This is an optimization exercise on Yosys and OpenROAD, whose aim is small area and a short achievable clock period, not a production implementation.
At most, simulation tests tie the RTL to the original design; equivalence was not proved.
No activity file was given, so power comes from the tool's default toggle rates.

// sha256_pipe3
module sha256_pipe3 ( clk, state, state2, data, hash );
	input clk;
	input [255:0] state, state2;
	input [511:0] data;
	output reg [255:0] hash;
	localparam [31:0] K0 = 32'h428a2f98;
	localparam [31:0] K1 = 32'h71374491;
	localparam [31:0] K2 = 32'hb5c0fbcf;
	function [31:0] f_E0;
		input [31:0] x;
		f_E0 = {x[1:0],x[31:2]} ^ {x[12:0],x[31:13]} ^ {x[21:0],x[31:22]};
	endfunction
	function [31:0] f_E1;
		input [31:0] x;
		f_E1 = {x[5:0],x[31:6]} ^ {x[10:0],x[31:11]} ^ {x[24:0],x[31:25]};
	endfunction
	function [31:0] f_ch;
		input [31:0] x, y, z;
		f_ch = z ^ (x & (y ^ z));
	endfunction
	function [31:0] f_maj;
		input [31:0] x, y, z;
		f_maj = (x & y) | (z & (x | y));
	endfunction
	function [63:0] csa;
		input [31:0] x, y, z;
		begin
			csa[31:0]  = x ^ y ^ z;
			csa[63:32] = {((x[30:0] & y[30:0]) | (z[30:0] & (x[30:0] | y[30:0]))), 1'b0};
		end
	endfunction
	function [63:0] to_pg;
		input [63:0] cs;
		to_pg = {cs[31:0] & cs[63:32], cs[31:0] ^ cs[63:32]};
	endfunction
	function [31:0] add_pg;
		input [63:0] pg;
		reg [31:0] G, P;
		integer i, l;
		begin
			P = pg[31:0];
			G = pg[63:32];
			for (l = 1; l < 32; l = l * 2)
				for (i = 31; i >= 0; i = i - 1)
					if ((i / l) % 2 == 1) begin
						G[i] = G[i] | (P[i] & G[(i / l) * l - 1]);
						P[i] = P[i] & P[(i / l) * l - 1];
					end
			add_pg = pg[31:0] ^ {G[30:0], 1'b0};
		end
	endfunction
	wire [31:0] i_a = state[31:0];
	wire [31:0] i_b = state[63:32];
	wire [31:0] i_c = state[95:64];
	wire [31:0] i_d = state[127:96];
	wire [31:0] i_e = state[159:128];
	wire [31:0] i_f = state[191:160];
	wire [31:0] i_g = state[223:192];
	wire [31:0] i_h = state[255:224];
	wire [31:0] w0 = data[31:0];
	wire [31:0] w1 = data[63:32];
	wire [31:0] w2 = data[95:64];
	wire [31:0] r0_ch = f_ch(i_e, i_f, i_g);
	wire [31:0] r0_s1 = f_E1(i_e);
	wire [63:0] r0_p  = csa(i_h, w0, K0);                           
	wire [63:0] r0_pd = csa(r0_p[31:0], r0_p[63:32], i_d);
	wire [63:0] r0_q  = csa(r0_pd[31:0], r0_pd[63:32], r0_ch);
	wire [63:0] r0_e  = csa(r0_q[31:0], r0_q[63:32], r0_s1);       
	wire [63:0] r0_v  = csa(r0_p[31:0], r0_p[63:32], r0_ch);
  ...
For scale: roughly 2400 flip-flops, ~82000 um2 of cells after synthesis.
Settings: LEC_CHECK=0, CAP_MARGIN=20, CORE_MARGIN=2, CORE_UTILIZATION=40, CTS_BUF_LIST=sky130_fd_sc_hd__clkbuf_16, CTS_CLUSTER_DIAMETER=50, CTS_CLUSTER_SIZE=32, SETUP_SLACK_MARGIN=1.9, SLEW_MARGIN=20; clock period 4.2 ns.
standard.sh (not shown) runs the stock make flow with config.mk's settings and CLKGATE_MAP_FILE= SYNTH_SCRIPT=/design/flow/synth_recipe.tcl, a recipe that flattens the netlist after the stock synthesis.
==> flow/flow/run.sh <==
#!/bin/bash
# Standard ORFS flow (standard.sh) with two changes:
#  - synthesis maps the logic with a delay-driven ABC script (flow/map.abc) and does not
#    pre-map adders to full/half-adder cells; registers and names are as in the standard synthesis
#  - port buffers are sky130_fd_sc_hd__buf_2
set -euo pipefail
W=$(pwd)
{
  echo 'proc abc {args} {'
  echo '  set i [lsearch $args -script]'
  echo '  if {$i >= 0} { set args [lreplace $args $i [expr {$i+1}]] }'
  echo "  yosys abc {*}\$args -script $W/flow/map.abc"
  echo '}'
  cat synth_recipe.tcl
} > my_synth.tcl
sed -e "s#SYNTH_SCRIPT=[^ ]*#SYNTH_SCRIPT=$W/my_synth.tcl ADDER_MAP_FILE= MATCH_CELL_FOOTPRINT=0#" standard.sh > my_standard.sh
export BUFFER_PORTS_ARGS="-buffer_cell sky130_fd_sc_hd__buf_2"
bash my_standard.sh > flow_make.log 2>&1
==> flow/flow/map.abc <==
strash
dch
map -D 1500
buffer -p
upsize -D 1500
dnsize -D 1500
The starting point went through all stages and came out clean.
Change:
--- a/flow/design.v
+++ b/flow/design.v
@@ -62,65 +62,64 @@
 	wire [31:0] w1 = data[63:32];
 	wire [31:0] w2 = data[95:64];
 	wire [31:0] r0_ch = f_ch(i_e, i_f, i_g);
 	wire [31:0] r0_s1 = f_E1(i_e);
 	wire [63:0] r0_p  = csa(i_h, w0, K0);                           
 	wire [63:0] r0_pd = csa(r0_p[31:0], r0_p[63:32], i_d);
 	wire [63:0] r0_q  = csa(r0_pd[31:0], r0_pd[63:32], r0_ch);
 	wire [63:0] r0_e  = csa(r0_q[31:0], r0_q[63:32], r0_s1);       
 	wire [63:0] r0_v  = csa(r0_p[31:0], r0_p[63:32], r0_ch);
 	wire [63:0] r0_w  = csa(f_maj(i_a, i_b, i_c), r0_s1, f_E0(i_a));
 	wire [63:0] r0_x  = csa(r0_v[31:0], r0_v[63:32], r0_w[31:0]);
 	wire [63:0] r0_a  = csa(r0_x[31:0], r0_x[63:32], r0_w[63:32]);  
-	reg [31:0] s1_a, s1_b, s1_c, s1_e, s1_f, s1_w2;
-	reg [63:0] s1_e1, s1_a1, s1_h1;
+	reg [31:0] s1_a, s1_b, s1_c, s1_e, s1_f, s1_h1, s1_h2;
+	reg [63:0] s1_e1, s1_a1;
 	always @(posedge clk) begin
 		s1_a  <= i_a;
 		s1_b  <= i_b;
 		s1_c  <= i_c;
 		s1_e  <= i_e;
 		s1_f  <= i_f;
 		s1_e1 <= to_pg(r0_e);
 		s1_a1 <= r0_a;
-		s1_h1 <= csa(i_g, w1, K1);
-		s1_w2 <= w2;
+		s1_h1 <= i_g + w1 + K1;
+		s1_h2 <= i_f + w2 + K2;
 	end
-	reg [31:0] s2_a, s2_b, s2_c, s2_e, s2_f, s2_e1, s2_a1, s2_h1;
-	reg [63:0] s2_h2;
+	reg [31:0] s2_a, s2_b, s2_c, s2_e, s2_f, s2_e1, s2_a1, s2_h1, s2_h2;
 	always @(posedge clk) begin
 		s2_a  <= s1_a;
 		s2_b  <= s1_b;
 		s2_c  <= s1_c;
 		s2_e  <= s1_e;
 		s2_f  <= s1_f;
 		s2_e1 <= add_pg(s1_e1);
 		s2_a1 <= add_pg(to_pg(s1_a1));
-		s2_h1 <= add_pg(to_pg(s1_h1));
-		s2_h2 <= csa(s1_f, s1_w2, K2);
+		s2_h1 <= s1_h1;
+		s2_h2 <= s1_h2;
 	end
 	wire [31:0] r1_ch = f_ch(s2_e1, s2_e, s2_f);
 	wire [63:0] r1_p  = csa(s2_h1, s2_c, r1_ch);
 	wire [63:0] r1_e  = csa(r1_p[31:0], r1_p[63:32], f_E1(s2_e1));
 	wire [63:0] r1_q  = csa(s2_h1, r1_ch, f_maj(s2_a1, s2_a, s2_b));
 	wire [63:0] r1_u  = csa(f_E1(s2_e1), f_E0(s2_a1), r1_q[31:0]);
 	wire [63:0] r1_a  = csa(r1_u[31:0], r1_u[63:32], r1_q[63:32]);
 	reg [31:0] s3_a, s3_b, s3_e, s3_e1, s3_a1, s3_h2;
 	reg [63:0] s3_e2, s3_a2;
 	always @(posedge clk) begin
 		s3_a  <= s2_a;
 		s3_b  <= s2_b;
 		s3_e  <= s2_e;
 		s3_e1 <= s2_e1;
 		s3_a1 <= s2_a1;
-		s3_h2 <= add_pg(to_pg(s2_h2));
+		s3_h2 <= s2_h2;
 		s3_e2 <= to_pg(r1_e);
 		s3_a2 <= r1_a;
 	end
 	reg [31:0] s4_a, s4_b, s4_e, s4_e1, s4_a1, s4_h2, s4_e2, s4_a2;
 	always @(posedge clk) begin
 		s4_a  <= s3_a;
 		s4_b  <= s3_b;
 		s4_e  <= s3_e;
 		s4_e1 <= s3_e1;
 		s4_a1 <= s3_a1;
 		s4_h2 <= s3_h2;
 		s4_e2 <= add_pg(s3_e2);
Clock-buffer cell count shrinks by 9. Core utilization shrinks by 0.47 points. Die area shrinks by about 1.2%. Final area shrinks by about 2.2%. Total power shrinks by 2.0%. Via count grows by about 1.7%. Combinational power shrinks by about 2%. Critical path depth grows by 5. Register-to-register slack improved by 0.04 ns. Sequential share of layout area shrinks by 0.30 points. Routed wire length grows by 3.5%.
The RTL of the second run of this note was laid out without a check of its function.

[port drivers added, routing unchanged]
How much do the figures lean on ideal ports? The routed layouts below were timed once more, with nothing changed but the port constraints.
Step 1: set_driving_cell puts a clkbuf_16 on clk and a buf_2 on each other input, an assumption about the parent block.
Step 2, shift: input delay + t, output delay - t, t = (earliest + latest rising clock arrival at the registers) / 2. This alone moves slack from input paths to output paths.
Three values: no drivers, after step 1, after step 2; two values: the first two.
| run | t (ns) | setup WS [ns] | worst slew at a driven data input, ns |
|---|---|---|---|
| the first run | 0.939 | 1.883 / 1.883 / 1.064 | 0.27 |
| the second run | 0.904 | 1.862 / 1.883 / 0.979 | 0.27 |
After both steps setup and hold are still met in every run listed. The setup slack of the second run, which loses most, moves by +0.021 ns with the drivers and by -0.883 ns with both steps.
